This design comes from an exercise in tuning for small area and a short achievable clock period on the open sky130 flow, not from production work.
At most, simulation tests tie the RTL to the original design; equivalence was not proved.
Function not checked in runs 1 and 4: the RTL went through the layout flow alone.
Power and IR drop assume default switching activity.

[flow/config.mk]
export PLATFORM = sky130hd
export DESIGN_NAME = multiplier
export DESIGN_NICKNAME = multiplier
export VERILOG_FILES = /design/flow/design.v
export SDC_FILE = /design/flow/constraint.sdc
export NUM_CORES = 4
export LEC_CHECK = 0
export CAP_MARGIN = 20
export CORE_MARGIN = 2
export CORE_UTILIZATION = 62
export CTS_BUF_LIST = sky130_fd_sc_hd__clkbuf_8
export PLACE_DENSITY = 0.75
export SLEW_MARGIN = 20
export SYNTH_HIERARCHICAL = 1
[flow/constraint.sdc]
create_clock -name core_clock -period 12.0 [get_ports {clk}]
set_input_delay 2.4000 -clock core_clock [delete_from_list [all_inputs] [get_ports {clk}]]
set_output_delay 2.4000 -clock core_clock [all_outputs]
set_load 0.01 [all_outputs]
[flow/design.v]
module multiplier (a, b, prod, qnan, infinity, zero, normal, clk);
input [15:0] a, b;
input clk;
output [15:0] prod;
output qnan, infinity, zero, normal;
wire [12:0] bx = {1'b0, ~&b[14:10] & |b[14:10], b[9:0], 1'b0};
wire [5:0] c_bo, c_bt;
genvar gi;
generate for (gi = 0; gi < 6; gi = gi + 1) begin : rec
  assign c_bo[gi] = bx[2*gi+1] ^ bx[2*gi];
  assign c_bt[gi] = (bx[2*gi+2] & ~bx[2*gi+1] & ~bx[2*gi]) | (~bx[2*gi+2] & bx[2*gi+1] & bx[2*gi]);
end endgenerate
reg [10:0] sa;
reg [5:0] bo, bt;
reg [4:0] bn, bnn;
reg [4:0] ea, eb;
reg sgn1;
always @(posedge clk) begin
  sa <= {~&a[14:10] & |a[14:10], a[9:0]};
  bo <= c_bo;
  bt <= c_bt;
  bn <= {b[9], b[7], b[5], b[3], b[1]};
  bnn <= ~{b[9], b[7], b[5], b[3], b[1]};
  ea <= a[14:10];
  eb <= b[14:10];
  sgn1 <= a[15] ^ b[15];
end
wire b_m0 = ~|{bo[4:0], bt[4:0]};
wire a_m0 = ~|sa[9:0];
wire a_e1 = &ea, b_e1 = &eb;
wire a_n = ~a_e1 & |ea, b_n = ~b_e1 & |eb;
wire a_inf = a_e1 & a_m0, b_inf = b_e1 & b_m0;
wire a_zero = ~a_n & ~a_e1 & a_m0, b_zero = ~b_n & ~b_e1 & b_m0;
wire c_qnan = (a_inf & b_zero) | (b_inf & a_zero);
wire c_zero = ~a_inf & ~b_inf & (a_zero | b_zero);
wire c_fin = ~a_e1 & ~b_e1 & ~a_zero & ~b_zero;
wire [5:0] esum = ea + eb;
wire [4:0] pe_nn = ea + eb + 5'd17;
wire [4:0] c_pe0 = (a_n & b_n) ? pe_nn : a_n ? ea : b_n ? eb : 5'd15;
wire [4:0] c_pe1 = c_pe0 + 5'd1;
wire c_f0 = c_fin & (~(a_n & b_n) | (esum <= 6'd45));
wire c_f1 = c_fin & ((a_n & b_n) ? (esum <= 6'd44) : a_n ? (ea != 5'd30) : b_n ? (eb != 5'd30) : 1'b1);
wire pp_0_0 = ~(bn[0] ^ ((bo[0] & sa[0])));
wire pp_0_1 = ~(bn[0] ^ ((bo[0] & sa[1]) | (bt[0] & sa[0])));
wire pp_0_2 = ~(bn[0] ^ ((bo[0] & sa[2]) | (bt[0] & sa[1])));
wire pp_0_3 = ~(bn[0] ^ ((bo[0] & sa[3]) | (bt[0] & sa[2])));
wire pp_0_4 = ~(bn[0] ^ ((bo[0] & sa[4]) | (bt[0] & sa[3])));
wire pp_0_5 = ~(bn[0] ^ ((bo[0] & sa[5]) | (bt[0] & sa[4])));
wire pp_0_6 = ~(bn[0] ^ ((bo[0] & sa[6]) | (bt[0] & sa[5])));
wire pp_0_7 = ~(bn[0] ^ ((bo[0] & sa[7]) | (bt[0] & sa[6])));
wire pp_0_8 = ~(bn[0] ^ ((bo[0] & sa[8]) | (bt[0] & sa[7])));
wire pp_0_9 = ~(bn[0] ^ ((bo[0] & sa[9]) | (bt[0] & sa[8])));
wire pp_0_10 = ~(bn[0] ^ ((bo[0] & sa[10]) | (bt[0] & sa[9])));
wire pp_0_11 = ~(bn[0] ^ ((bt[0] & sa[10])));
wire pp_1_0 = ~(bn[1] ^ ((bo[1] & sa[0])));
wire pp_1_1 = ~(bn[1] ^ ((bo[1] & sa[1]) | (bt[1] & sa[0])));
wire pp_1_2 = ~(bn[1] ^ ((bo[1] & sa[2]) | (bt[1] & sa[1])));
wire pp_1_3 = ~(bn[1] ^ ((bo[1] & sa[3]) | (bt[1] & sa[2])));
wire pp_1_4 = ~(bn[1] ^ ((bo[1] & sa[4]) | (bt[1] & sa[3])));
wire pp_1_5 = ~(bn[1] ^ ((bo[1] & sa[5]) | (bt[1] & sa[4])));
wire pp_1_6 = ~(bn[1] ^ ((bo[1] & sa[6]) | (bt[1] & sa[5])));
wire pp_1_7 = ~(bn[1] ^ ((bo[1] & sa[7]) | (bt[1] & sa[6])));
wire pp_1_8 = ~(bn[1] ^ ((bo[1] & sa[8]) | (bt[1] & sa[7])));
wire pp_1_9 = ~(bn[1] ^ ((bo[1] & sa[9]) | (bt[1] & sa[8])));
wire pp_1_10 = ~(bn[1] ^ ((bo[1] & sa[10]) | (bt[1] & sa[9])));
wire pp_1_11 = ~(bn[1] ^ ((bt[1] & sa[10])));
wire pp_2_0 = ~(bn[2] ^ ((bo[2] & sa[0])));
wire pp_2_1 = ~(bn[2] ^ ((bo[2] & sa[1]) | (bt[2] & sa[0])));
wire pp_2_2 = ~(bn[2] ^ ((bo[2] & sa[2]) | (bt[2] & sa[1])));
wire pp_2_3 = ~(bn[2] ^ ((bo[2] & sa[3]) | (bt[2] & sa[2])));
wire pp_2_4 = ~(bn[2] ^ ((bo[2] & sa[4]) | (bt[2] & sa[3])));
wire pp_2_5 = ~(bn[2] ^ ((bo[2] & sa[5]) | (bt[2] & sa[4])));
wire pp_2_6 = ~(bn[2] ^ ((bo[2] & sa[6]) | (bt[2] & sa[5])));
wire pp_2_7 = ~(bn[2] ^ ((bo[2] & sa[7]) | (bt[2] & sa[6])));
wire pp_2_8 = ~(bn[2] ^ ((bo[2] & sa[8]) | (bt[2] & sa[7])));
wire pp_2_9 = ~(bn[2] ^ ((bo[2] & sa[9]) | (bt[2] & sa[8])));
wire pp_2_10 = ~(bn[2] ^ ((bo[2] & sa[10]) | (bt[2] & sa[9])));
wire pp_2_11 = ~(bn[2] ^ ((bt[2] & sa[10])));
wire pp_3_0 = ~(bn[3] ^ ((bo[3] & sa[0])));
wire pp_3_1 = ~(bn[3] ^ ((bo[3] & sa[1]) | (bt[3] & sa[0])));
wire pp_3_2 = ~(bn[3] ^ ((bo[3] & sa[2]) | (bt[3] & sa[1])));
wire pp_3_3 = ~(bn[3] ^ ((bo[3] & sa[3]) | (bt[3] & sa[2])));
wire pp_3_4 = ~(bn[3] ^ ((bo[3] & sa[4]) | (bt[3] & sa[3])));
wire pp_3_5 = ~(bn[3] ^ ((bo[3] & sa[5]) | (bt[3] & sa[4])));
wire pp_3_6 = ~(bn[3] ^ ((bo[3] & sa[6]) | (bt[3] & sa[5])));
wire pp_3_7 = ~(bn[3] ^ ((bo[3] & sa[7]) | (bt[3] & sa[6])));
wire pp_3_8 = ~(bn[3] ^ ((bo[3] & sa[8]) | (bt[3] & sa[7])));
wire pp_3_9 = ~(bn[3] ^ ((bo[3] & sa[9]) | (bt[3] & sa[8])));
wire pp_3_10 = ~(bn[3] ^ ((bo[3] & sa[10]) | (bt[3] & sa[9])));
wire pp_3_11 = ~(bn[3] ^ ((bt[3] & sa[10])));
wire pp_4_0 = ~(bn[4] ^ ((bo[4] & sa[0])));
wire pp_4_1 = ~(bn[4] ^ ((bo[4] & sa[1]) | (bt[4] & sa[0])));
wire pp_4_2 = ~(bn[4] ^ ((bo[4] & sa[2]) | (bt[4] & sa[1])));
wire pp_4_3 = ~(bn[4] ^ ((bo[4] & sa[3]) | (bt[4] & sa[2])));
wire pp_4_4 = ~(bn[4] ^ ((bo[4] & sa[4]) | (bt[4] & sa[3])));
wire pp_4_5 = ~(bn[4] ^ ((bo[4] & sa[5]) | (bt[4] & sa[4])));
wire pp_4_6 = ~(bn[4] ^ ((bo[4] & sa[6]) | (bt[4] & sa[5])));
wire pp_4_7 = ~(bn[4] ^ ((bo[4] & sa[7]) | (bt[4] & sa[6])));
wire pp_4_8 = ~(bn[4] ^ ((bo[4] & sa[8]) | (bt[4] & sa[7])));
wire pp_4_9 = ~(bn[4] ^ ((bo[4] & sa[9]) | (bt[4] & sa[8])));
wire pp_4_10 = ~(bn[4] ^ ((bo[4] & sa[10]) | (bt[4] & sa[9])));
wire pp_4_11 = ~(bn[4] ^ ((bt[4] & sa[10])));
wire pp_5_0 = ~((bo[5] & sa[0]));
wire pp_5_1 = ~((bo[5] & sa[1]) | (bt[5] & sa[0]));
wire pp_5_2 = ~((bo[5] & sa[2]) | (bt[5] & sa[1]));
wire pp_5_3 = ~((bo[5] & sa[3]) | (bt[5] & sa[2]));
wire pp_5_4 = ~((bo[5] & sa[4]) | (bt[5] & sa[3]));
wire pp_5_5 = ~((bo[5] & sa[5]) | (bt[5] & sa[4]));
wire pp_5_6 = ~((bo[5] & sa[6]) | (bt[5] & sa[5]));
wire pp_5_7 = ~((bo[5] & sa[7]) | (bt[5] & sa[6]));
wire pp_5_8 = ~((bo[5] & sa[8]) | (bt[5] & sa[7]));
wire pp_5_9 = ~((bo[5] & sa[9]) | (bt[5] & sa[8]));
wire pp_5_10 = ~((bo[5] & sa[10]) | (bt[5] & sa[9]));
wire pp_5_11 = ~((bt[5] & sa[10]));
wire s1, c2, s3, c4, s5, c6, s7, c8, s9, c10, s11, c12, s13, c14, s15, c16, s17, c18, s19, c20, s21, c22, s23, c24, s25, c26, s27, c28, s29, c30, s31, c32, s33, c34, s35, c36, s37, c38, s39, s40, c41, s42, c43, s44, c45, s46, c47, s48, c49, s50, c51, s52, c53, s54, c55, s56, c57, s58, c59, s60, c61, s62, c63, s64, c65, s66, c67, s68, c69, s70, s71, c72, s73, c74, s75, c76, s77, c78, s79, c80, s81, c82, s83, c84, s85, c86, s87, c88, s89, c90, s91, c92, s93, c94, s95, c96, s97, c98, s99, c100, s101, c102, s103, c104, s105, c106, s107, c108, s109;
nhs us1 (.a(pp_0_6), .b(pp_1_4), .y(s1));
nhc uc2 (.a(pp_0_6), .b(pp_1_4), .y(c2));
nhs us3 (.a(pp_0_7), .b(pp_1_5), .y(s3));
nhc uc4 (.a(pp_0_7), .b(pp_1_5), .y(c4));
fa us5 (.y(pp_0_8), .x(pp_1_6), .cin(pp_2_4), .sum(s5), .cout(c6));
nhs us7 (.a(pp_3_2), .b(pp_4_0), .y(s7));
nhc uc8 (.a(pp_3_2), .b(pp_4_0), .y(c8));
fa us9 (.y(pp_0_9), .x(pp_1_7), .cin(pp_2_5), .sum(s9), .cout(c10));
nhs us11 (.a(pp_3_3), .b(pp_4_1), .y(s11));
nhc uc12 (.a(pp_3_3), .b(pp_4_1), .y(c12));
fa us13 (.y(pp_0_10), .x(pp_1_8), .cin(pp_2_6), .sum(s13), .cout(c14));
fa us15 (.y(pp_3_4), .x(pp_4_2), .cin(pp_5_0), .sum(s15), .cout(c16));
fa us17 (.y(pp_0_11), .x(pp_1_9), .cin(pp_2_7), .sum(s17), .cout(c18));
fa us19 (.y(pp_3_5), .x(pp_4_3), .cin(pp_5_1), .sum(s19), .cout(c20));
fa us21 (.y(pp_1_10), .x(pp_2_8), .cin(pp_3_6), .sum(s21), .cout(c22));
fa us23 (.y(pp_4_4), .x(pp_5_2), .cin(bnn[0]), .sum(s23), .cout(c24));
fa us25 (.y(pp_1_11), .x(pp_2_9), .cin(pp_3_7), .sum(s25), .cout(c26));
fa us27 (.y(pp_4_5), .x(pp_5_3), .cin(bnn[0]), .sum(s27), .cout(c28));
fa us29 (.y(pp_2_10), .x(pp_3_8), .cin(pp_4_6), .sum(s29), .cout(c30));
fa us31 (.y(pp_5_4), .x(bn[0]), .cin(bn[1]), .sum(s31), .cout(c32));
ha us33 (.a(pp_2_11), .b(pp_3_9), .sum(s33), .cout(c34));
nhs us35 (.a(pp_4_7), .b(pp_5_5), .y(s35));
nhc uc36 (.a(pp_4_7), .b(pp_5_5), .y(c36));
fa us37 (.y(pp_3_10), .x(pp_4_8), .cin(pp_5_6), .sum(s37), .cout(c38));
assign s39 = ~pp_3_11;
nhs us40 (.a(pp_0_4), .b(pp_1_2), .y(s40));
nhc uc41 (.a(pp_0_4), .b(pp_1_2), .y(c41));
nhs us42 (.a(pp_0_5), .b(pp_1_3), .y(s42));
nhc uc43 (.a(pp_0_5), .b(pp_1_3), .y(c43));
fa us44 (.y(pp_2_2), .x(pp_3_0), .cin(bnn[3]), .sum(s44), .cout(c45));
fa us46 (.y(pp_2_3), .x(pp_3_1), .cin(c2), .sum(s46), .cout(c47));
fa us48 (.y(bnn[4]), .x(c4), .cin(s7), .sum(s48), .cout(c49));
fa us50 (.y(c8), .x(s11), .cin(c6), .sum(s50), .cout(c51));
fa us52 (.y(c12), .x(c10), .cin(s13), .sum(s52), .cout(c53));
fa us54 (.y(c14), .x(c16), .cin(s17), .sum(s54), .cout(c55));
fa us56 (.y(c18), .x(c20), .cin(s21), .sum(s56), .cout(c57));
fa us58 (.y(c22), .x(s25), .cin(c24), .sum(s58), .cout(c59));
fa us60 (.y(c26), .x(s29), .cin(c28), .sum(s60), .cout(c61));
fa us62 (.y(s35), .x(s33), .cin(c30), .sum(s62), .cout(c63));
fa us64 (.y(bn[2]), .x(c34), .cin(c36), .sum(s64), .cout(c65));
fa us66 (.y(pp_4_9), .x(pp_5_7), .cin(s39), .sum(s66), .cout(c67));
fa us68 (.y(pp_3_11), .x(pp_4_10), .cin(pp_5_8), .sum(s68), .cout(c69));
assign s70 = ~pp_4_11;
nhs us71 (.a(pp_0_2), .b(pp_1_0), .y(s71));
nhc uc72 (.a(pp_0_2), .b(pp_1_0), .y(c72));
nhs us73 (.a(pp_0_3), .b(pp_1_1), .y(s73));
nhc uc74 (.a(pp_0_3), .b(pp_1_1), .y(c74));
fa us75 (.y(pp_2_0), .x(bnn[2]), .cin(s40), .sum(s75), .cout(c76));
fa us77 (.y(pp_2_1), .x(c41), .cin(s42), .sum(s77), .cout(c78));
fa us79 (.y(c43), .x(s1), .cin(s44), .sum(s79), .cout(c80));
fa us81 (.y(s3), .x(c45), .cin(s46), .sum(s81), .cout(c82));
fa us83 (.y(s5), .x(c47), .cin(s48), .sum(s83), .cout(c84));
fa us85 (.y(s9), .x(c49), .cin(s50), .sum(s85), .cout(c86));
fa us87 (.y(s15), .x(c51), .cin(s52), .sum(s87), .cout(c88));
fa us89 (.y(s19), .x(c53), .cin(s54), .sum(s89), .cout(c90));
fa us91 (.y(s23), .x(c55), .cin(s56), .sum(s91), .cout(c92));
fa us93 (.y(s27), .x(c57), .cin(s58), .sum(s93), .cout(c94));
fa us95 (.y(s31), .x(c59), .cin(s60), .sum(s95), .cout(c96));
fa us97 (.y(c32), .x(s62), .cin(c61), .sum(s97), .cout(c98));
fa us99 (.y(s37), .x(s64), .cin(c63), .sum(s99), .cout(c100));
fa us101 (.y(c38), .x(s66), .cin(c65), .sum(s101), .cout(c102));
fa us103 (.y(bn[3]), .x(c67), .cin(s68), .sum(s103), .cout(c104));
fa us105 (.y(pp_5_9), .x(s70), .cin(c69), .sum(s105), .cout(c106));
fa us107 (.y(pp_4_11), .x(pp_5_10), .cin(bn[4]), .sum(s107), .cout(c108));
assign s109 = ~pp_5_11;
wire [21:0] ra_n = {s109, s107, c104, s103, s101, s99, c96, c94, c92, c90, c88, c86, c84, c82, c80, c78, c76, c74, c72, bnn[1], pp_0_1, pp_0_0};
wire [21:0] rb_n = {c108, c106, s105, c102, c100, c98, s97, s95, s93, s91, s89, s87, s85, s83, s81, s79, s77, s75, s73, s71, 1'b1, bnn[0]};
wire [21:0] ck = ra_n & rb_n;
wire [21:0] cp = ra_n ^ rb_n;
wire G0_1 = ck[1] | (cp[1] & (ra_n[0] | rb_n[0]));
wire G0_2 = ck[2] | (cp[2] & ck[1]);
wire P0_2 = cp[2] & cp[1];
wire G0_3 = ck[3] | (cp[3] & ck[2]);
wire P0_3 = cp[3] & cp[2];
wire G0_4 = ck[4] | (cp[4] & ck[3]);
wire P0_4 = cp[4] & cp[3];
wire G0_5 = ck[5] | (cp[5] & ck[4]);
wire P0_5 = cp[5] & cp[4];
wire G0_6 = ck[6] | (cp[6] & ck[5]);
wire P0_6 = cp[6] & cp[5];
wire G0_7 = ck[7] | (cp[7] & ck[6]);
wire P0_7 = cp[7] & cp[6];
wire G0_8 = ck[8] | (cp[8] & ck[7]);
wire P0_8 = cp[8] & cp[7];
wire G0_9 = ck[9] | (cp[9] & ck[8]);
wire P0_9 = cp[9] & cp[8];
wire G0_10 = ck[10] | (cp[10] & ck[9]);
wire P0_10 = cp[10] & cp[9];
wire G0_11 = ck[11] | (cp[11] & ck[10]);
wire P0_11 = cp[11] & cp[10];
wire G0_12 = ck[12] | (cp[12] & ck[11]);
wire P0_12 = cp[12] & cp[11];
wire G0_13 = ck[13] | (cp[13] & ck[12]);
wire P0_13 = cp[13] & cp[12];
wire G0_14 = ck[14] | (cp[14] & ck[13]);
wire P0_14 = cp[14] & cp[13];
wire G0_15 = ck[15] | (cp[15] & ck[14]);
wire P0_15 = cp[15] & cp[14];
wire G0_16 = ck[16] | (cp[16] & ck[15]);
wire P0_16 = cp[16] & cp[15];
wire G0_17 = ck[17] | (cp[17] & ck[16]);
wire P0_17 = cp[17] & cp[16];
wire G0_18 = ck[18] | (cp[18] & ck[17]);
wire P0_18 = cp[18] & cp[17];
wire G0_19 = ck[19] | (cp[19] & ck[18]);
wire P0_19 = cp[19] & cp[18];
wire G0_20 = ck[20] | (cp[20] & ck[19]);
wire P0_20 = cp[20] & cp[19];
wire G0_21 = ck[21] | (cp[21] & ck[20]);
wire P0_21 = cp[21] & cp[20];
wire G1_2 = G0_2 | (P0_2 & (ra_n[0] | rb_n[0]));
wire G1_3 = G0_3 | (P0_3 & G0_1);
wire G1_4 = G0_4 | (P0_4 & G0_2);
wire P1_4 = P0_4 & P0_2;
wire G1_5 = G0_5 | (P0_5 & G0_3);
wire P1_5 = P0_5 & P0_3;
wire G1_6 = G0_6 | (P0_6 & G0_4);
wire P1_6 = P0_6 & P0_4;
wire G1_7 = G0_7 | (P0_7 & G0_5);
wire P1_7 = P0_7 & P0_5;
wire G1_8 = G0_8 | (P0_8 & G0_6);
wire P1_8 = P0_8 & P0_6;
wire G1_9 = G0_9 | (P0_9 & G0_7);
wire P1_9 = P0_9 & P0_7;
wire G1_10 = G0_10 | (P0_10 & G0_8);
wire P1_10 = P0_10 & P0_8;
wire G1_11 = G0_11 | (P0_11 & G0_9);
wire P1_11 = P0_11 & P0_9;
wire G1_12 = G0_12 | (P0_12 & G0_10);
wire P1_12 = P0_12 & P0_10;
wire G1_13 = G0_13 | (P0_13 & G0_11);
wire P1_13 = P0_13 & P0_11;
wire G1_14 = G0_14 | (P0_14 & G0_12);
wire P1_14 = P0_14 & P0_12;
wire G1_15 = G0_15 | (P0_15 & G0_13);
wire P1_15 = P0_15 & P0_13;
wire G1_16 = G0_16 | (P0_16 & G0_14);
wire P1_16 = P0_16 & P0_14;
wire G1_17 = G0_17 | (P0_17 & G0_15);
wire P1_17 = P0_17 & P0_15;
wire G1_18 = G0_18 | (P0_18 & G0_16);
wire P1_18 = P0_18 & P0_16;
wire G1_19 = G0_19 | (P0_19 & G0_17);
wire P1_19 = P0_19 & P0_17;
wire G1_20 = G0_20 | (P0_20 & G0_18);
wire P1_20 = P0_20 & P0_18;
wire G1_21 = G0_21 | (P0_21 & G0_19);
wire P1_21 = P0_21 & P0_19;
wire G2_4 = G1_4 | (P1_4 & (ra_n[0] | rb_n[0]));
wire G2_5 = G1_5 | (P1_5 & G0_1);
wire G2_6 = G1_6 | (P1_6 & G1_2);
wire G2_7 = G1_7 | (P1_7 & G1_3);
wire G2_8 = G1_8 | (P1_8 & G1_4);
wire P2_8 = P1_8 & P1_4;
wire G2_9 = G1_9 | (P1_9 & G1_5);
wire P2_9 = P1_9 & P1_5;
wire G2_10 = G1_10 | (P1_10 & G1_6);
wire P2_10 = P1_10 & P1_6;
wire G2_11 = G1_11 | (P1_11 & G1_7);
wire P2_11 = P1_11 & P1_7;
wire G2_12 = G1_12 | (P1_12 & G1_8);
wire P2_12 = P1_12 & P1_8;
wire G2_13 = G1_13 | (P1_13 & G1_9);
wire P2_13 = P1_13 & P1_9;
wire G2_14 = G1_14 | (P1_14 & G1_10);
wire P2_14 = P1_14 & P1_10;
wire G2_15 = G1_15 | (P1_15 & G1_11);
wire P2_15 = P1_15 & P1_11;
wire G2_16 = G1_16 | (P1_16 & G1_12);
wire P2_16 = P1_16 & P1_12;
wire G2_17 = G1_17 | (P1_17 & G1_13);
wire P2_17 = P1_17 & P1_13;
wire G2_18 = G1_18 | (P1_18 & G1_14);
wire P2_18 = P1_18 & P1_14;
wire G2_19 = G1_19 | (P1_19 & G1_15);
wire P2_19 = P1_19 & P1_15;
wire G2_20 = G1_20 | (P1_20 & G1_16);
wire P2_20 = P1_20 & P1_16;
wire G2_21 = G1_21 | (P1_21 & G1_17);
wire P2_21 = P1_21 & P1_17;
wire G3_8 = G2_8 | (P2_8 & (ra_n[0] | rb_n[0]));
wire G3_9 = G2_9 | (P2_9 & G0_1);
wire G3_10 = G2_10 | (P2_10 & G1_2);
wire G3_11 = G2_11 | (P2_11 & G1_3);
wire G3_12 = G2_12 | (P2_12 & G2_4);
wire G3_13 = G2_13 | (P2_13 & G2_5);
wire G3_14 = G2_14 | (P2_14 & G2_6);
wire G3_15 = G2_15 | (P2_15 & G2_7);
wire G3_16 = G2_16 | (P2_16 & G2_8);
wire P3_16 = P2_16 & P2_8;
wire G3_17 = G2_17 | (P2_17 & G2_9);
wire P3_17 = P2_17 & P2_9;
wire G3_18 = G2_18 | (P2_18 & G2_10);
wire P3_18 = P2_18 & P2_10;
wire G3_19 = G2_19 | (P2_19 & G2_11);
wire P3_19 = P2_19 & P2_11;
wire G3_20 = G2_20 | (P2_20 & G2_12);
wire P3_20 = P2_20 & P2_12;
wire G3_21 = G2_21 | (P2_21 & G2_13);
wire P3_21 = P2_21 & P2_13;
wire G4_16 = G3_16 | (P3_16 & (ra_n[0] | rb_n[0]));
wire G4_17 = G3_17 | (P3_17 & G0_1);
wire G4_18 = G3_18 | (P3_18 & G1_2);
wire G4_19 = G3_19 | (P3_19 & G1_3);
wire G4_20 = G3_20 | (P3_20 & G2_4);
wire G4_21 = G3_21 | (P3_21 & G2_5);
wire [22:0] ncy;
assign ncy[0] = 1'b1;
assign ncy[1] = (ra_n[0] | rb_n[0]);
assign ncy[2] = G0_1;
assign ncy[3] = G1_2;
assign ncy[4] = G1_3;
assign ncy[5] = G2_4;
assign ncy[6] = G2_5;
assign ncy[7] = G2_6;
assign ncy[8] = G2_7;
assign ncy[9] = G3_8;
assign ncy[10] = G3_9;
assign ncy[11] = G3_10;
assign ncy[12] = G3_11;
assign ncy[13] = G3_12;
assign ncy[14] = G3_13;
assign ncy[15] = G3_14;
assign ncy[16] = G3_15;
assign ncy[17] = G4_16;
assign ncy[18] = G4_17;
assign ncy[19] = G4_18;
assign ncy[20] = G4_19;
assign ncy[21] = G4_20;
assign ncy[22] = G4_21;
wire [21:0] raw = ~(cp ^ ncy[21:0]);
reg [11:0] r2;
reg hin2, sgn2, q2, z2, f02, f12;
reg [4:0] pe2;
always @(posedge clk) begin
  r2 <= raw[21:10];
  hin2 <= ~raw[21];
  sgn2 <= sgn1;
  q2 <= c_qnan;
  z2 <= c_zero;
  f02 <= c_f0;
  f12 <= c_f1;
  pe2 <= c_pe0;
end
wire [4:0] pe2i = pe2 + 5'd1;
wire [4:0] e0 = f02 ? pe2 : {5{~z2}};
wire [4:0] e1 = f12 ? pe2i : {5{~z2}};
wire hi = r2[11];
wire lo = hin2;
wire fin = (hi & f12) | (lo & f02);
assign qnan = q2;
assign zero = z2;
assign normal = fin;
assign infinity = ~(q2 | z2 | fin);
assign prod[15] = sgn2;
assign prod[14:10] = ({5{hi}} & e1) | ({5{lo}} & e0);
assign prod[9:0] = ({10{hi & f12}} & r2[10:1]) | ({10{lo & f02}} & r2[9:0]) | {q2, 3'b000, q2, 1'b0, q2, 1'b0, q2, 1'b0};
endmodule
module nhs (a, b, y);
input a, b;
output y;
assign y = ~(a ^ b);
endmodule
module nhc (a, b, y);
input a, b;
output y;
assign y = a | b;
endmodule
module g_xor2 (a, b, y);
input a, b;
output y;
assign y = a ^ b;
endmodule
module g_xnor2 (a, b, y);
input a, b;
output y;
assign y = ~(a ^ b);
endmodule
module g_nor2 (a, b, y);
input a, b;
output y;
assign y = ~(a | b);
endmodule
module g_nand2 (a, b, y);
input a, b;
output y;
assign y = ~(a & b);
endmodule
module g_inv (a, y);
input a;
output y;
assign y = ~a;
endmodule
module g_a21oi (a, b, c, y);
input a, b, c;
output y;
assign y = ~((a & b) | c);
endmodule
module g_o21ai (a, b, c, y);
input a, b, c;
output y;
assign y = ~((a | b) & c);
endmodule
module xr2 (a, b, y);
input a, b;
output y;
assign y = a ^ b;
endmodule
module ha (a, b, sum, cout);
input a, b;
output sum, cout;
assign sum = a ^ b;
assign cout = a & b;
endmodule
module fa (x, y, cin, sum, cout);
input x, y, cin;
output sum, cout;
assign sum = x ^ y ^ cin;
assign cout = (x & y) | (x & cin) | (y & cin);
endmodule
[flow/flow/run.sh]
#!/bin/bash
set -euo pipefail
cp standard.sh standard_copy.sh
sed "s|^make -C|make SETUP_SLACK_MARGIN=8.0 'CTS_ARGS=-sink_clustering_enable -repair_clock_nets -buf_list sky130_fd_sc_hd__clkbuf_8 -dont_use_dummy_load' 'BUFFER_PORTS_ARGS=-buffer_cell sky130_fd_sc_hd__buf_1' -C|" standard.sh > tight.sh
grep -q "BUFFER_PORTS_ARGS=-buffer_cell" tight.sh
bash tight.sh > make_flow.log 2>&1
[flow/standard.sh]
#!/bin/bash
# synth_recipe.tcl (not shown) runs the flow's synth.tcl, then flattens the netlist and writes it again
# the make line also repeats each setting of config.mk as NAME=value (left out here)
make -C /OpenROAD-flow-scripts/flow DESIGN_CONFIG=/design/flow/config.mk WORK_HOME=/design/flow/orfs CLKGATE_MAP_FILE= SYNTH_SCRIPT=/design/flow/synth_recipe.tcl "${@:-finish}"
==> flow_metrics.env, run 1 <==
export IMPL_fill_cells=623
export IMPL_wl_um=14600
export IMPL_firstDrtPassIters=7
export IMPL_synth_most_common_cell="xor2_1"
export IMPL_synthFlopType="dfxtp_1"
export IMPL_worst_skew_pair_late_latency_ps=340
export IMPL_area_growth_pct=15.2
export IMPL_arrival_ps=4230
export IMPL_ys_seq_area_share_pct=24.0
export IMPL_period_needed_ps=3990
export IMPL_worstSetupPathType="flip-flop to flip-flop"
export IMPL_powerDensity_mw_per_mm2=310
export IMPL_first_global_vias=4636
export IMPL_clock_skew_ps=16.9
export IMPL_syn_nets=687
export IMPL_synthCells=577
export IMPL_grt_start_max_net_pins=14
export IMPL_relSlewSlack_pct=44.9
export IMPL_ant_nets=0
export IMPL_initial_utilization_pct=64.0
export IMPL_hpwl_um=10400
export IMPL_setup_total_negative_slack_ps=0
export IMPL_routedWlPerCell_um=20.0
export IMPL_setup_viol_count_final=0
export IMPL_required_ps=12240
export IMPL_netlist_area_mm2=0.00559
export IMPL_gr_usage_all_layers_pct=29.2
export IMPL_fin_nets=734
export IMPL_worst_pin_slew_ps=818
export IMPL_hold_violations=0
export IMPL_gp_congestion=0.970
export IMPL_rsz0062_at_grt="true"
export IMPL_synthArstFlopShare_pct=0
export IMPL_ioPinCount=53
export IMPL_cts_sinks=67
export IMPL_ys_ff_latch=67
export IMPL_setup_worst_path_end_class="flip-flop"
export IMPL_num_rows=34
export IMPL_yosysUniqueCellTypes=64
export IMPL_clk_pin_slew_worst_paths_ps=70
export IMPL_die_y_um=98.9
export IMPL_drive_gt1_share_pct=19.9
export IMPL_yosysTopAreaCell="dfxtp_1"
export IMPL_finalCritPeriodShare_pct=33.3
export IMPL_yosys_area_top_type_share_pct=24.0
export IMPL_cts_made_buffers=9
export IMPL_report_final_slew_viol_count=0
export IMPL_drc=0
export IMPL_synth_commonest_cells="xor2_1 (69), dfxtp_1 (67), a22oi_1 (60)"
export IMPL_peakVddDrop_mv=0.197
export IMPL_wl_met1_um=6190
export IMPL_synth_avg_cell_area_um2=9.68
export IMPL_cts_buffer_depth=2
export IMPL_hold_path_startpoint="sgn1"
export IMPL_maxCapViolCount=0
export IMPL_max_freq_mhz=250
export IMPL_die_width_um=98.9
export IMPL_wl_met3_um=1140
export IMPL_maxUsedRoutingLayer="met4"
export IMPL_cts_tree="built"
export IMPL_synth_edf_count=0
export IMPL_grt_ovfl_total=0
export IMPL_port_buffers=52
export IMPL_via_count=4731
export IMPL_antenna_found_initial=0
export IMPL_setup_worst_path_start="sa[3]"
export IMPL_cts_root_buf="clkbuf_8"
export IMPL_grt_pass1_wl_um=22900
export IMPL_wl_met2_um=6940
export IMPL_p_leak_nw=2.44
export IMPL_htreeDepth=3
export IMPL_synthTopCellsByArea="dfxtp_1 (24%), fa_1 (16%), xor2_1 (11%)"
export IMPL_reg2reg_from="sa[3]"
export IMPL_hold_slack_ps=334
export IMPL_crit_fanout=13
export IMPL_antennaDiodeCount=0
export IMPL_drt_iter0_drc=468
export IMPL_min_path_type="flip-flop to flip-flop"
export IMPL_core_area_mm2=0.00872
export IMPL_outcome="timing/DRC/antenna clean"
export IMPL_yosysWarnings=7
export IMPL_start_kind="flip-flop"
export IMPL_fp_dieArea_mm2=0.00978
export IMPL_vias_per_cell=6.48
==> timing repair <==
item                                    CTS  global route
hold buffers                              0             0
setup buffers                             2            14
pin swaps                                 3            26
gates resized for setup                  48            74
endpoints found under the setup margin   15            13
gates cloned                              0             1
==> cell families after synthesis <==
family | count (synthesis) | synth area share, %
flip-flops | 67 | 24.0
buffers and inverters | 46 | 3.43
XOR/XNOR | 90 | 14.1
AND/OR/NAND/NOR | 134 | 12.7
multiplexers | 4 | 0.739
adder cells (fa/ha/maj) | 77 | 23.4
AO/OA/AOI/OAI | 159 | 21.5
==> per-module statistics from Yosys (local to each module, per instance) <==
module / times used / flip-flops and latches
nhc: 9 / 0
ha: 1 / 0
nhs: 9 / 0
fa: 43 / 0
multiplier: 1 / 67
==> state kept, by name, indices dropped and copies added, names as in the netlist <==
name	flops
z2	1
bt	6
sgn1	1
bn	5
r2	12
sgn2	1
bo	6
ea	5
f02	1
pe2	5
bnn	5
f12	1
eb	5
q2	1
sa	11
hin2	1
==> per-stage QoR <==
stage | setup slack, ps | area, µm² | power, W | utilization (%) | std cells
after global placement | 7580 | 5770 | 0.00145 | 66.2 | 704
after CTS | 7950 | 6010 | 0.00171 | 68.9 | 715
after global routing | 7930 | 6430 | 0.00212 | 73.8 | 730
after floorplan | 8000 | 5600 | 0.00123 | - | 577
final | 8010 | 6430 | 0.00200 | 73.8 | 730
after detailed placement | 7500 | 5770 | 0.00149 | 66.2 | 704
==> worst paths after layout <==
| check | depth (start not counted) | slack, ps | endpoint |
|---|---|---|---|
| setup reg to reg | 12 | 8010 | hin2 |
| setup / recovery | 12 | 8010 | hin2 |
| hold reg to reg | 0 | 330 | sgn2 |
| hold / removal | 0 | 330 | sgn2 |
==> worst max-delay path, stage by stage, from the launching register on <==
cell     delay (ps)
dfxtp_2         500
a22oi_1         150
xor2_1          190
fa_1            480
fa_1            510
fa_1            530
ha_4            330
and4_4          270
and3_4          220
nand3_1         130
nand3_2         140
mux2_4          300
and2_1          130
==> where the power goes <==
part | total [W] | internal [W] | switching (W)
logic | 0.00152 | 0.000719 | 0.000806
registers | 0.000331 | 0.000276 | 0.0000545
clock network | 0.000140 | 0.0000666 | 0.0000736
total | 0.00200 | 0.00106 | 0.000934
==> final cells by class <==
cell class                 instances  area, µm²  area share, %
timing repair buffer              68        334           5.19
multi-input combinational        465       4360           67.8
tap                              108        135           2.10
clock buffer                       9        124           1.92
inverter                          13       48.8          0.758
sequential                        67       1430           22.3
==> layout by cell type (no fill, tap or decap), types with 5 or more instances in the layout <==
| cell type | count |
|---|---|
| nand3_1 | 6 |
| xnor2_1 | 21 |
| dfxtp_2 | 10 |
| o21ai_0 | 18 |
| a22oi_1 | 46 |
| nand2_1 | 35 |
| or2_1 | 10 |
| or4_1 | 6 |
| a21oi_1 | 17 |
| dfxtp_4 | 21 |
| xor2_1 | 66 |
| buf_4 | 14 |
| buf_1 | 50 |
| and3_1 | 7 |
| ha_1 | 23 |
| dfxtp_1 | 36 |
| a31oi_1 | 6 |
| fa_1 | 43 |
| a22o_1 | 7 |
| nand4_1 | 5 |
| nand2b_1 | 6 |
| inv_1 | 12 |
| a21o_1 | 5 |
| a22oi_2 | 14 |
| clkbuf_8 | 9 |
| ha_4 | 7 |
| nor2_1 | 21 |
==> metal layers <==
layer  GRT usage (%)  up-vias
met1            40.4     2286
li1                -     2175
met4            7.59        0
met5               0        -
met2            46.2      233
met3            7.30       37
==> inputs of run 2 (changes only) <==
--- a/flow/design.v
+++ b/flow/design.v
@@ -14,3 +14,3 @@
 reg [5:0] bo, bt;
-reg [4:0] bn, bnn;
+reg [4:0] bn;
 reg [4:0] ea, eb;
@@ -22,3 +22,2 @@
   bn <= {b[9], b[7], b[5], b[3], b[1]};
-  bnn <= ~{b[9], b[7], b[5], b[3], b[1]};
   ea <= a[14:10];
@@ -114,2 +113,3 @@
 wire pp_5_11 = ~((bt[5] & sa[10]));
+wire [4:0] bnn = ~bn;
 wire s1, c2, s3, c4, s5, c6, s7, c8, s9, c10, s11, c12, s13, c14, s15, c16, s17, c18, s19, c20, s21, c22, s23, c24, s25, c26, s27, c28, s29, c30, s31, c32, s33, c34, s35, c36, s37, c38, s39, s40, c41, s42, c43, s44, c45, s46, c47, s48, c49, s50, c51, s52, c53, s54, c55, s56, c57, s58, c59, s60, c61, s62, c63, s64, c65, s66, c67, s68, c69, s70, s71, c72, s73, c74, s75, c76, s77, c78, s79, c80, s81, c82, s83, c84, s85, c86, s87, c88, s89, c90, s91, c92, s93, c94, s95, c96, s97, c98, s99, c100, s101, c102, s103, c104, s105, c106, s107, c108, s109;
--- a/flow/config.mk
+++ b/flow/config.mk
@@ -9,5 +9,4 @@
 export CORE_MARGIN = 2
-export CORE_UTILIZATION = 62
-export CTS_BUF_LIST = sky130_fd_sc_hd__clkbuf_8
-export PLACE_DENSITY = 0.75
+export CORE_UTILIZATION = 58
+export PLACE_DENSITY = 0.72
 export SLEW_MARGIN = 20
==> flow_metrics.env, run 2 <==
export IMPL_outcome="timing/DRC/antenna clean"
export IMPL_synth_most_common_cell="xnor2_1"
export IMPL_min_path_type="flip-flop to flip-flop"
export IMPL_htreeDepth=3
export IMPL_final_common_cell="xnor2_1"
export IMPL_setup_total_negative_slack_ps=0
export IMPL_reg2reg_from="bn[3]"
export IMPL_maxCapViolCount=0
export IMPL_synth_top_family_by_area="adder cells"
export IMPL_powerDensity_mw_per_mm2=261
export IMPL_drive_gt1_share_pct=14.6
export IMPL_antenna_found_initial=0
export IMPL_gr_usage_all_layers_pct=25.8
export IMPL_whs_path_depth=0
export IMPL_largest_reg_flops=12
export IMPL_clock_skew_ps=20.3
export IMPL_area_growth_pct=10.7
export IMPL_ioPinCount=53
export IMPL_grt_ovfl_total=0
export IMPL_fill_cells=726
export IMPL_setup_worst_path_end_class="primary output"
export IMPL_arrival_ps=1550
export IMPL_max_freq_mhz=253
export IMPL_ys_ff_latch=62
export IMPL_synthTopCellsByArea="dfxtp_1 (23%), fa_1 (17%), xnor2_1 (12%)"
export IMPL_yosys_area_top_type_share_pct=23.3
export IMPL_crit_fanout=11
export IMPL_drc=0
export IMPL_cts_root_buf="clkbuf_8"
export IMPL_hold_end="sgn2"
export IMPL_yosysTopAreaCell="dfxtp_1"
export IMPL_synthFlopType="dfxtp_1"
export IMPL_synth_commonest_cells="xnor2_1 (75), dfxtp_1 (62), a22oi_1 (61)"
export IMPL_fp_dieArea_mm2=0.00998
export IMPL_synth_simple_gate_area_share_pct=12.1
export IMPL_hold_path_startpoint="sgn1"
export IMPL_gp_congestion=0.937
export IMPL_required_ps=9600
export IMPL_start_kind="flip-flop"
export IMPL_hold_violations=0
export IMPL_ant_nets=0
export IMPL_power_w=0.00154
export IMPL_worst_pin_slew_ps=496
export IMPL_synthArstFlopShare_pct=0
export IMPL_antennaDiodeCount=0
export IMPL_top_register="r2"
export IMPL_num_rows=34
export IMPL_synthCells=558
export IMPL_synth_compound_area_share_pct=21.1
export IMPL_fin_nets=709
export IMPL_synthAdderAreaFrac_pct=24.5
export IMPL_ys_seq_area_share_pct=23.3
export IMPL_synth_avg_cell_area_um2=9.55
export IMPL_die_width_um=99.9
export IMPL_synth_edf_count=0
export IMPL_rsz0062_at_grt="true"
export IMPL_r2r_end="r2[8]"
export IMPL_finalCritPeriodShare_pct=32.9
export IMPL_wl_um=12300
export IMPL_vias_per_cell=6.27
export IMPL_dp_cells=685
export IMPL_drt_iter0_drc=442
export IMPL_period_needed_ps=3950
export IMPL_firstDrtPassIters=5
export IMPL_worst_skew_pair_late_latency_ps=330
export IMPL_core_area_mm2=0.00881
export IMPL_worstSetupPathType="flip-flop to primary output"
export IMPL_relSlewSlack_pct=66.8
export IMPL_routedWlPerCell_um=17.5
export IMPL_grt_pass1_wl_um=20700
export IMPL_clk_pin_slew_worst_paths_ps=70
export IMPL_peakVddDrop_mv=0.196
export IMPL_hpwl_um=9220
export IMPL_rr_worst_depth=12
export IMPL_yosysUniqueCellTypes=56
export IMPL_stdcell_count=705
export IMPL_p_leak_nw=2.24
export IMPL_yosysWarnings=7
export IMPL_synth_xor_xnor_area_share_pct=14.8
export IMPL_final_cell_mix="xnor2_1 (72), a22oi_1 (60), buf_1 (50)"
export IMPL_syn_nets=668
export IMPL_first_global_vias=4270
export IMPL_cts_sinks=62
export IMPL_via_count=4418
export IMPL_hold_buffers=0
export IMPL_die_y_um=99.9
export IMPL_yosys_mux_area_fraction_pct=0.751
export IMPL_cts_tree="built"
export IMPL_setup_viol_count_final=0
export IMPL_r2r_setup_slack_ps=8070
export IMPL_initial_utilization_pct=60.5
export IMPL_netlist_area_mm2=0.00533
export IMPL_reg_top3="r2: 12 flops, sa: 11 flops"
export IMPL_cts_buffer_depth=2
export IMPL_port_buffers=52
export IMPL_grt_start_max_net_pins=14
export IMPL_report_final_slew_viol_count=0
export IMPL_cts_made_buffers=9
[run 2: changes by cell type after synthesis, sizes merged, moves of 3 or more]
cell and change:
a21oi +3, buf -10, clkbuf +10, dfxtp -5
nand2 -9, nand3b +3, nor2 +3, nor3 +3
o21ai -5, o311ai -3, or3 -3, xnor2 +54
xor2 -54
[run 2: cell type report]
type,instances,area [µm²],share of cell area [%]
clock buffers,9,124,2.10
well taps,108,135,2.29
inverters,15,75.1,1.27
multi-input cells,448,4000,67.8
repair buffers,63,280,4.75
flip-flops and latches,62,1290,21.8
[run 2: cells by family (layout without fill, tap and decap cells)]
group                      count (synthesis)  count (layout)
DFF                                       62              62
muxes                                      4               4
and+or+nand+nor                          122             122
AOI/OAI and AO/OA                        155             155
xor gates and xnor gates                  90              90
buffers and inverters                     48              87
adders and majority gates                 77              77
[run 2: critical path, stage by stage, from the launching register on]
cell and delay (ps):
dfxtp_1 380, and2_4 210, or2_2 310, nor3_1 150, clkbuf_2 160
[run 2: how the worst max path moves through the flow]
| stage | start | endpoint | depth (start not counted) |
|---|---|---|---|
| after floorplan | bn[3] | r2[8] | 14 |
| after global placement | bn[2] | r2[6] | 12 |
| after detailed placement | bn[2] | r2[6] | 12 |
| after CTS | sa[5] | r2[6] | 12 |
| after global routing | bn[2] | r2[6] | 12 |
| final | f02 | infinity | 4 |
[run 2: per-module statistics from Yosys, one instance, submodules excluded]
module	times used	area, µm²
nhc	9	6.26
nhs	9	8.76
multiplier	1	4320
fa	43	20.0
ha	1	12.5
[run 2: per-layer routing]
metal,routed length [µm],vias to the layer above,global-route usage (%)
met5,0,-,0
met4,195,0,6.95
li1,-,2075,-
met3,900,19,4.46
met2,5710,191,40.8
met1,5510,2133,36.8
[run 2: stage by stage]
step / hold WS (ps) / util (%) / setup slack (ps) / cell area, µm²
2_1_floorplan: 310 / - / 8090 / 5330
3_3_place_gp: 310 / 62.8 / 7750 / 5530
3_5_place_dp: 316 / 62.8 / 7680 / 5530
4_1_cts: 343 / 65.6 / 7990 / 5780
5_1_grt: 367 / 67.0 / 7960 / 5900
6_report: 338 / 67.0 / 8050 / 5900
[run 2: timing repair]
| item | in CTS | in global routing |
|---|---|---|
| gates cloned | 0 | 0 |
| setup endpoints to repair | 15 | 15 |
| resized for setup | 29 | 36 |
| setup buffers | 8 | 3 |
| pin swaps | 2 | 2 |
[run 2: report_power, final]
| group | switching, W | internal (W) |
|---|---|---|
| logic | 0.000617 | 0.000480 |
| registers | 0.0000461 | 0.000260 |
| clock network | 0.0000690 | 0.0000665 |
==> inputs of run 3 (changes only) <==
==> flow/flow/run.sh (replaced) <==
#!/bin/bash
set -euo pipefail
cp standard.sh standard_copy.sh
sed "s|^make -C|make SETUP_SLACK_MARGIN=7.95 'CTS_ARGS=-sink_clustering_enable -repair_clock_nets -buf_list sky130_fd_sc_hd__clkbuf_8 -dont_use_dummy_load' 'BUFFER_PORTS_ARGS=-buffer_cell sky130_fd_sc_hd__buf_1' -C|" standard.sh > tight.sh
grep -q "BUFFER_PORTS_ARGS=-buffer_cell" tight.sh
bash tight.sh > make_flow.log 2>&1
--- a/flow/config.mk
+++ b/flow/config.mk
@@ -9,4 +9,5 @@
 export CORE_MARGIN = 2
-export CORE_UTILIZATION = 58
-export PLACE_DENSITY = 0.72
+export CORE_UTILIZATION = 62
+export CTS_BUF_LIST = sky130_fd_sc_hd__clkbuf_8
+export PLACE_DENSITY = 0.75
 export SLEW_MARGIN = 20
==> flow_metrics.env, run 3 <==
export IMPL_worst_skew_pair_late_latency_ps=340
export IMPL_synthTopCellsByArea="dfxtp_1 (23%), fa_1 (17%), xnor2_1 (12%)"
export IMPL_yosysUniqueCellTypes=56
export IMPL_die_y_um=96.7
export IMPL_crit_path_max_incr_delay_ps=340
export IMPL_gp_congestion=0.922
export IMPL_htreeDepth=3
export IMPL_first_global_vias=4157
export IMPL_netlist_area_mm2=0.00533
export IMPL_grt_start_max_net_pins=14
export IMPL_pwr_share_comb_pct=71.1
export IMPL_drt_iter0_drc=339
export IMPL_synthCells=558
export IMPL_hold_violations=0
export IMPL_p_switching_w=0.000713
export IMPL_num_rows=33
export IMPL_gr_usage_all_layers_pct=25.9
export IMPL_syn_nets=668
export IMPL_drive_gt1_share_pct=13.8
export IMPL_crit_fanout=7
export IMPL_synth_commonest_cells="xnor2_1 (75), dfxtp_1 (62), a22oi_1 (61)"
export IMPL_clock_skew_ps=23.0
export IMPL_ys_ff_latch=62
export IMPL_final_cell_mix="xnor2_1 (74), a22oi_1 (61), buf_1 (51)"
export IMPL_hold_path_startpoint="sgn1"
export IMPL_required_ps=9600
export IMPL_cts_made_buffers=9
export IMPL_clk_pin_slew_worst_paths_ps=70
export IMPL_ioPinCount=53
export IMPL_power_share_clock_pct=8.8
export IMPL_finalCritPeriodShare_pct=33.0
export IMPL_cts_sinks=62
export IMPL_rsz0062_at_grt="true"
export IMPL_period_needed_ps=3960
export IMPL_worstSetupPathType="flip-flop to primary output"
export IMPL_initial_utilization_pct=64.6
export IMPL_fp_dieArea_mm2=0.00936
export IMPL_yosysWarnings=7
export IMPL_crit_path_end="prod[14]"
export IMPL_start_kind="flip-flop"
export IMPL_synthArstFlopShare_pct=0
export IMPL_power_w=0.00152
export IMPL_setup_viol_count_final=0
export IMPL_setup_worst_path_end_class="primary output"
export IMPL_cpLargestDelayFamily="compound AO/OA/AOI/OAI gates"
export IMPL_yosysTopAreaCell="dfxtp_1"
export IMPL_setup_total_negative_slack_ps=0
export IMPL_swShare_pct=47.0
export IMPL_powerDensity_mw_per_mm2=257
export IMPL_via_count=4366
export IMPL_synth_most_common_cell="xnor2_1"
export IMPL_top_register="r2"
export IMPL_cts_root_buf="clkbuf_8"
export IMPL_r2r_setup_slack_ps=8080
export IMPL_min_path_type="flip-flop to flip-flop"
export IMPL_synthFlopType="dfxtp_1"
export IMPL_worst_pin_slew_ps=480
export IMPL_ys_seq_area_share_pct=23.3
export IMPL_port_buffers=52
export IMPL_reg2reg_from="bn[4]"
export IMPL_setup_worst_path_start="z2"
export IMPL_vias_per_cell=6.17
export IMPL_reg_top3="r2: 12 flops, sa: 11 flops"
export IMPL_firstDrtPassIters=6
export IMPL_pwr_share_seq_pct=20.1
export IMPL_cts_buffer_depth=2
export IMPL_crit_cells=6
export IMPL_antennaDiodeCount=0
export IMPL_p_leak_nw=2.26
export IMPL_grt_ovfl_total=0
export IMPL_crit_chain="inv_1, o21ai_4, buf_4, a21oi_1, a211o_1, buf_1"
export IMPL_p_int_w=0.000804
export IMPL_synth_edf_count=0
export IMPL_hold_slack_ps=326
export IMPL_peakVddDrop_mv=0.174
export IMPL_routedWlPerCell_um=16.7
export IMPL_r2r_end="r2[6]"
export IMPL_report_final_slew_viol_count=0
export IMPL_cp_num_buf_inv=3
export IMPL_wl_um=11800
export IMPL_yosys_area_top_type_share_pct=23.3
export IMPL_die_width_um=96.7
export IMPL_synth_avg_cell_area_um2=9.55
export IMPL_antenna_found_initial=0
export IMPL_maxCapViolCount=0
export IMPL_largest_reg_flops=12
export IMPL_area_growth_pct=10.9
export IMPL_final_util_pct=71.6
export IMPL_cts_tree="built"
export IMPL_slowest_stage="dfxtp_2"
export IMPL_grt_pass1_wl_um=19900
export IMPL_outcome="timing/DRC/antenna clean"
export IMPL_relSlewSlack_pct=67.9
export IMPL_ant_nets=0
export IMPL_hold_buffers=0
export IMPL_max_freq_mhz=253
export IMPL_arrival_ps=1560
export IMPL_final_common_cell="xnor2_1"
export IMPL_hpwl_um=9010
export IMPL_core_area_mm2=0.00826
export IMPL_drc=0
export IMPL_fin_nets=715
export IMPL_rr_worst_depth=13
run 3: cell counts after synthesis:
No cell type changed its count.
run 3: cells by family after synthesis:
group / synth area share, %
AND/OR/NAND/NOR: 12.1
buffers and inverters: 3.45
flip-flops: 23.3
multiplexers: 0.751
AO/OA/AOI/OAI: 21.1
XOR/XNOR: 14.8
adder cells (fa/ha/maj): 24.5
run 3: power groups by stage:
stage	combinational, W	sequential, W	clock, W
finish	0.00108	0.000305	0.000133
floorplan	0.000820	0.000280	0
global route	0.00120	0.000310	0.000147
global placement	0.000994	0.000301	0
CTS	0.00104	0.000300	0.000139
detailed placement	0.00102	0.000302	0
run 3: per-module statistics from Yosys (local to each module, per instance):
module,copies in the design,cell area (µm²),flops+latches
nhc,9,6.26,0
nhs,9,8.76,0
ha,1,12.5,0
fa,43,20.0,0
multiplier,1,4320,62
run 3: per-stage QoR:
step           cell area, µm²  worst slack, ps  std cells
6_report                 5910             8040        708
4_1_cts                  5720             7910        696
3_3_place_gp             5530             7810        682
2_1_floorplan            5330             8090        558
3_5_place_dp             5530             7660        682
5_1_grt                  5910             7930        708
run 3: layout make-up:
cell class | instances | area, µm²
Clock buffer | 9 | 124
Inverter | 15 | 72.6
Timing Repair Buffer | 69 | 337
Tap cell | 105 | 131
Sequential cell | 62 | 1270
Fill cell | 621 | 2350
Multi-Input combinational cell | 448 | 3970
run 3: worst min-delay path by stage:
stage | endpoint | slack [ps] | cells past startpoint
3_5_place_dp | sgn2 | 310 | 0
3_3_place_gp | sgn2 | 310 | 0
2_1_floorplan | sgn2 | 310 | 0
4_1_cts | sgn2 | 330 | 0
6_report | sgn2 | 330 | 0
5_1_grt | sgn2 | 350 | 0
run 3: what timing repair did:
item                                    CTS  global route
resized for setup                        14            36
buffers inserted                          5            12
pin swaps                                 0             2
cloned                                    0             0
endpoints found under the setup margin   12            15
run 3: worst reg2reg max path: stages (launching register included):
cell and delay [ps]:
dfxtp_1 420, clkinvlp_4 200, buf_12 180, xnor2_1 150, fa_1 440, fa_1 530
fa_1 440, ha_1 360, inv_1 170, nor2_1 70, nor2_1 230, o2111ai_2 230
a31oi_1 270, xor2_1 170
run 3: metal layers:
layer	track usage [%]	wire, µm	up-vias
met5	0	0	-
met4	8.56	221	0
met3	4.84	783	16
met2	39.5	5520	171
met1	37.3	5300	2091
li1	-	-	2088
==> inputs of run 4 (changes only) <==
--- a/flow/design.v
+++ b/flow/design.v
@@ -346,8 +346,9 @@
 wire [21:0] raw = ~(cp ^ ncy[21:0]);
-reg [11:0] r2;
-reg hin2, sgn2, q2, z2, f02, f12;
+reg [10:0] r2;
+reg s02, s12, sgn2, q2, z2;
 reg [4:0] pe2;
 always @(posedge clk) begin
-  r2 <= raw[21:10];
-  hin2 <= ~raw[21];
+  r2 <= raw[20:10];
+  s12 <= raw[21] & c_f1;
+  s02 <= ~raw[21] & c_f0;
   sgn2 <= sgn1;
@@ -355,4 +356,2 @@
   z2 <= c_zero;
-  f02 <= c_f0;
-  f12 <= c_f1;
   pe2 <= c_pe0;
@@ -360,7 +359,3 @@
 wire [4:0] pe2i = pe2 + 5'd1;
-wire [4:0] e0 = f02 ? pe2 : {5{~z2}};
-wire [4:0] e1 = f12 ? pe2i : {5{~z2}};
-wire hi = r2[11];
-wire lo = hin2;
-wire fin = (hi & f12) | (lo & f02);
+wire fin = s12 | s02;
 assign qnan = q2;
@@ -370,4 +365,4 @@
 assign prod[15] = sgn2;
-assign prod[14:10] = ({5{hi}} & e1) | ({5{lo}} & e0);
-assign prod[9:0] = ({10{hi & f12}} & r2[10:1]) | ({10{lo & f02}} & r2[9:0]) | {q2, 3'b000, q2, 1'b0, q2, 1'b0, q2, 1'b0};
+assign prod[14:10] = ({5{s12}} & pe2i) | ({5{s02}} & pe2) | {5{~fin & ~z2}};
+assign prod[9:0] = ({10{s12}} & r2[10:1]) | ({10{s02}} & r2[9:0]) | {q2, 3'b000, q2, 1'b0, q2, 1'b0, q2, 1'b0};
 endmodule
==> flow/flow/run.sh (replaced) <==
#!/bin/bash
set -euo pipefail
cp standard.sh standard_copy.sh
sed 's|^make -C|make SETUP_SLACK_MARGIN=7.8 -C|' standard.sh > tight.sh
grep -q "SETUP_SLACK_MARGIN=7.8" tight.sh
bash tight.sh > make_flow.log 2>&1
--- a/flow/config.mk
+++ b/flow/config.mk
@@ -9,5 +9,5 @@
 export CORE_MARGIN = 2
-export CORE_UTILIZATION = 62
+export CORE_UTILIZATION = 55
 export CTS_BUF_LIST = sky130_fd_sc_hd__clkbuf_8
-export PLACE_DENSITY = 0.75
+export PLACE_DENSITY = 0.7
 export SLEW_MARGIN = 20
==> flow_metrics.env, run 4 <==
export IMPL_synth_most_common_cell="xnor2_1"
export IMPL_grt_pass1_wl_um=22900
export IMPL_required_ps=9600
export IMPL_num_rows=36
export IMPL_drt_iter0_drc=314
export IMPL_rr_worst_depth=12
export IMPL_setup_worst_path_end_class="primary output"
export IMPL_synthFlopType="dfxtp_1"
export IMPL_cts_buffer_depth=2
export IMPL_rsz0062_at_grt="true"
export IMPL_reg2reg_from="bn[0]"
export IMPL_yosysTopAreaCell="dfxtp_1"
export IMPL_synth_xor_xnor_area_share_pct=14.2
export IMPL_final_cell_mix="xnor2_1 (78), a22oi_1 (60), clkdlybuf4s50_1 (47)"
export IMPL_first_global_vias=4804
export IMPL_grt_ovfl_total=0
export IMPL_setup_worst_path_start="pe2[1]"
export IMPL_netlist_area_mm2=0.00554
export IMPL_ant_nets=0
export IMPL_reg_top3="r2: 11 flops, sa: 11 flops"
export IMPL_hold_buffers=0
export IMPL_arrival_ps=1770
export IMPL_synthAdderAreaFrac_pct=23.6
export IMPL_worst_skew_pair_late_latency_ps=350
export IMPL_cts_root_buf="clkbuf_8"
export IMPL_yosysUniqueCellTypes=57
export IMPL_synth_avg_cell_area_um2=9.22
export IMPL_area_growth_pct=17.7
export IMPL_synth_edf_count=0
export IMPL_hold_slack_ps=334
export IMPL_synth_top_family_by_area="adder cells"
export IMPL_crit_path_max_incr_delay_ps=480
export IMPL_ioPinCount=53
export IMPL_period_needed_ps=4170
export IMPL_antenna_found_initial=0
export IMPL_clk_pin_slew_worst_paths_ps=80
export IMPL_port_buffers=52
export IMPL_drive_gt1_share_pct=11.2
export IMPL_yosys_mux_area_fraction_pct=1.08
export IMPL_worst_pin_slew_ps=679
export IMPL_drc=0
export IMPL_dp_slack_ps=7520
export IMPL_min_path_type="flip-flop to flip-flop"
export IMPL_synth_commonest_cells="xnor2_1 (79), a22oi_1 (60), dfxtp_1 (60)"
export IMPL_firstDrtPassIters=5
export IMPL_dp_cells=751
export IMPL_crit_fanout=3
export IMPL_via_count=4841
export IMPL_outcome="timing/DRC/antenna clean"
export IMPL_die_y_um=104
export IMPL_hold_end="sgn2"
export IMPL_cts_sinks=60
export IMPL_hold_path_startpoint="sgn1"
export IMPL_report_final_slew_viol_count=0
export IMPL_max_freq_mhz=240
export IMPL_gr_usage_all_layers_pct=26.1
export IMPL_synthTopCellsByArea="dfxtp_1 (22%), fa_1 (17%), xnor2_1 (12%)"
export IMPL_clock_skew_ps=10.2
export IMPL_die_width_um=104
export IMPL_setup_total_negative_slack_ps=0
export IMPL_synth_simple_gate_area_share_pct=13.8
export IMPL_wl_um=13800
export IMPL_crit_chain="ha_2, a221o_1, clkdlybuf4s50_1"
export IMPL_synthArstFlopShare_pct=0
export IMPL_cts_tree="built"
export IMPL_whs_path_depth=0
export IMPL_r2r_setup_slack_ps=7970
export IMPL_cts_made_buffers=9
export IMPL_ys_ff_latch=60
export IMPL_worstSetupPathType="flip-flop to primary output"
export IMPL_stdcell_count=783
export IMPL_antennaDiodeCount=0
export IMPL_grt_start_max_net_pins=17
export IMPL_relSlewSlack_pct=54.4
export IMPL_setup_viol_count_final=0
export IMPL_syn_nets=711
export IMPL_routedWlPerCell_um=17.6
export IMPL_r2r_end="s12"
export IMPL_yosysWarnings=7
export IMPL_worst_slack_ps=7830
export IMPL_fill_cells=845
export IMPL_powerDensity_mw_per_mm2=278
export IMPL_peakVddDrop_mv=0.185
export IMPL_initial_utilization_pct=56.7
export IMPL_finalCritPeriodShare_pct=34.7
export IMPL_maxCapViolCount=0
export IMPL_cpLargestDelayFamily="buffers and inverters"
export IMPL_cp_num_buf_inv=1
export IMPL_p_leak_nw=2.51
export IMPL_yosys_area_top_type_share_pct=21.7
export IMPL_slowest_stage="clkdlybuf4s50_1"
export IMPL_fin_nets=755
export IMPL_fp_dieArea_mm2=0.0109
export IMPL_ys_seq_area_share_pct=21.7
export IMPL_htreeDepth=3
export IMPL_hold_violations=0
export IMPL_final_common_cell="xnor2_1"
export IMPL_hpwl_um=10600
export IMPL_final_util_pct=66.7
export IMPL_synthCells=601
export IMPL_gp_congestion=0.858
export IMPL_core_area_mm2=0.00977
export IMPL_vias_per_cell=6.18
export IMPL_synth_compound_area_share_pct=22.0
export IMPL_start_kind="flip-flop"
==> run 4: stage by stage <==
step | total power, W | area (µm²)
6_report | 0.00181 | 6520
3_5_place_dp | 0.00157 | 6090
5_1_grt | 0.00198 | 6520
2_1_floorplan | 0.00123 | 5540
4_1_cts | 0.00177 | 6410
3_3_place_gp | 0.00154 | 6090
==> run 4: cell families after synthesis <==
family          count (synthesis)
compound gates                170
simple gates                  148
xor+xnor                       90
fa+ha+maj                      77
flops                          60
buf+inv                        50
mux                             6
==> run 4: worst max-delay path by stage <==
stage	to	slack [ps]	cells after the start
after CTS	prod[11]	7700	4
final	prod[11]	7830	3
after floorplan	r2[9]	7970	13
after detailed placement	r2[8]	7520	12
after global placement	r2[8]	7680	12
after global routing	r2[8]	7780	12
==> run 4: timing repair <==
item                                   CTS  global route
resized for setup                       27            22
setup buffers                            8             8
gates cloned                             0             0
pin swaps                                0             1
endpoints found under the hold margin    0             0
setup endpoints to repair               15            11
==> run 4: layout make-up <==
cell class | count | area (µm²) | area share (%)
Sequential cell | 60 | 1240 | 19.0
Inverter | 15 | 72.6 | 1.11
Multi-Input combinational cell | 491 | 4180 | 64.1
Timing Repair Buffer | 68 | 659 | 10.1
Clock buffer | 9 | 124 | 1.90
Tap cell | 133 | 166 | 2.55
Clock inverter | 7 | 77.6 | 1.19
==> run 4: worst reg2reg max path, cell delays in order, from the launching register on <==
cell	delay, ps
dfxtp_2	450
clkinvlp_4	240
xnor2_1	250
fa_1	460
fa_1	530
fa_1	410
ha_1	380
and4_1	270
o211a_1	130
o41a_1	130
a211oi_4	300
o21a_2	220
mux2i_1	180
==> run 4: layer usage <==
| metal | vias up | track usage, % | share of wire (%) |
|---|---|---|---|
| li1 | 2269 | - | - |
| met1 | 2333 | 29.5 | 39 |
| met2 | 200 | 47.7 | 53 |
| met3 | 39 | 4.76 | 6.0 |
| met4 | 0 | 10.8 | 2.8 |
| met5 | - | 0 | 0 |
==> run 4: modules after synthesis, one instance, submodules excluded <==
module	area, µm²	times used	flops+latches	cells
multiplier	4530	1	60	539
fa	20.0	43	0	1
ha	12.5	1	0	1
nhs	8.76	9	0	1
nhc	6.26	9	0	1
==> run 4: report_power, final <==
part	internal [W]	switching (W)
sequential	0.000253	0.0000436
combinational	0.000603	0.000725
clock	0.0000963	0.0000884

## afterwards: timing with drivers on the ports
In the flow no input, the clock included, has a driving cell. The finished layouts below were timed again as built, in two steps.
Step 1 assumes that a clkbuf_16 drives the clock port and a buf_2 every other input.
Step 2 also shifts input and output timing later by t, the mid clock arrival at the registers, as if the neighbouring blocks saw the same clock.
a / b / c = ideal ports / drivers / drivers and shift; a / b = the first two.
run | t (ns) | setup slack, ns | worst register clock-pin slew, ns | cell pins on the clock port's net
run 1 | 0.364 | 8.006 / 8.006 / 8.006 | 0.07 / 0.07 | 1
run 2 | 0.358 | 8.053 / 8.020 / 8.068 | 0.07 / 0.07 | 1
run 3 | 0.362 | 8.041 / 8.007 / 8.082 | 0.07 / 0.07 | 1
run 4 | 0.379 | 7.834 / 7.800 / 7.967 | 0.08 / 0.08 | 1
After both steps setup and hold are still met in every run listed.
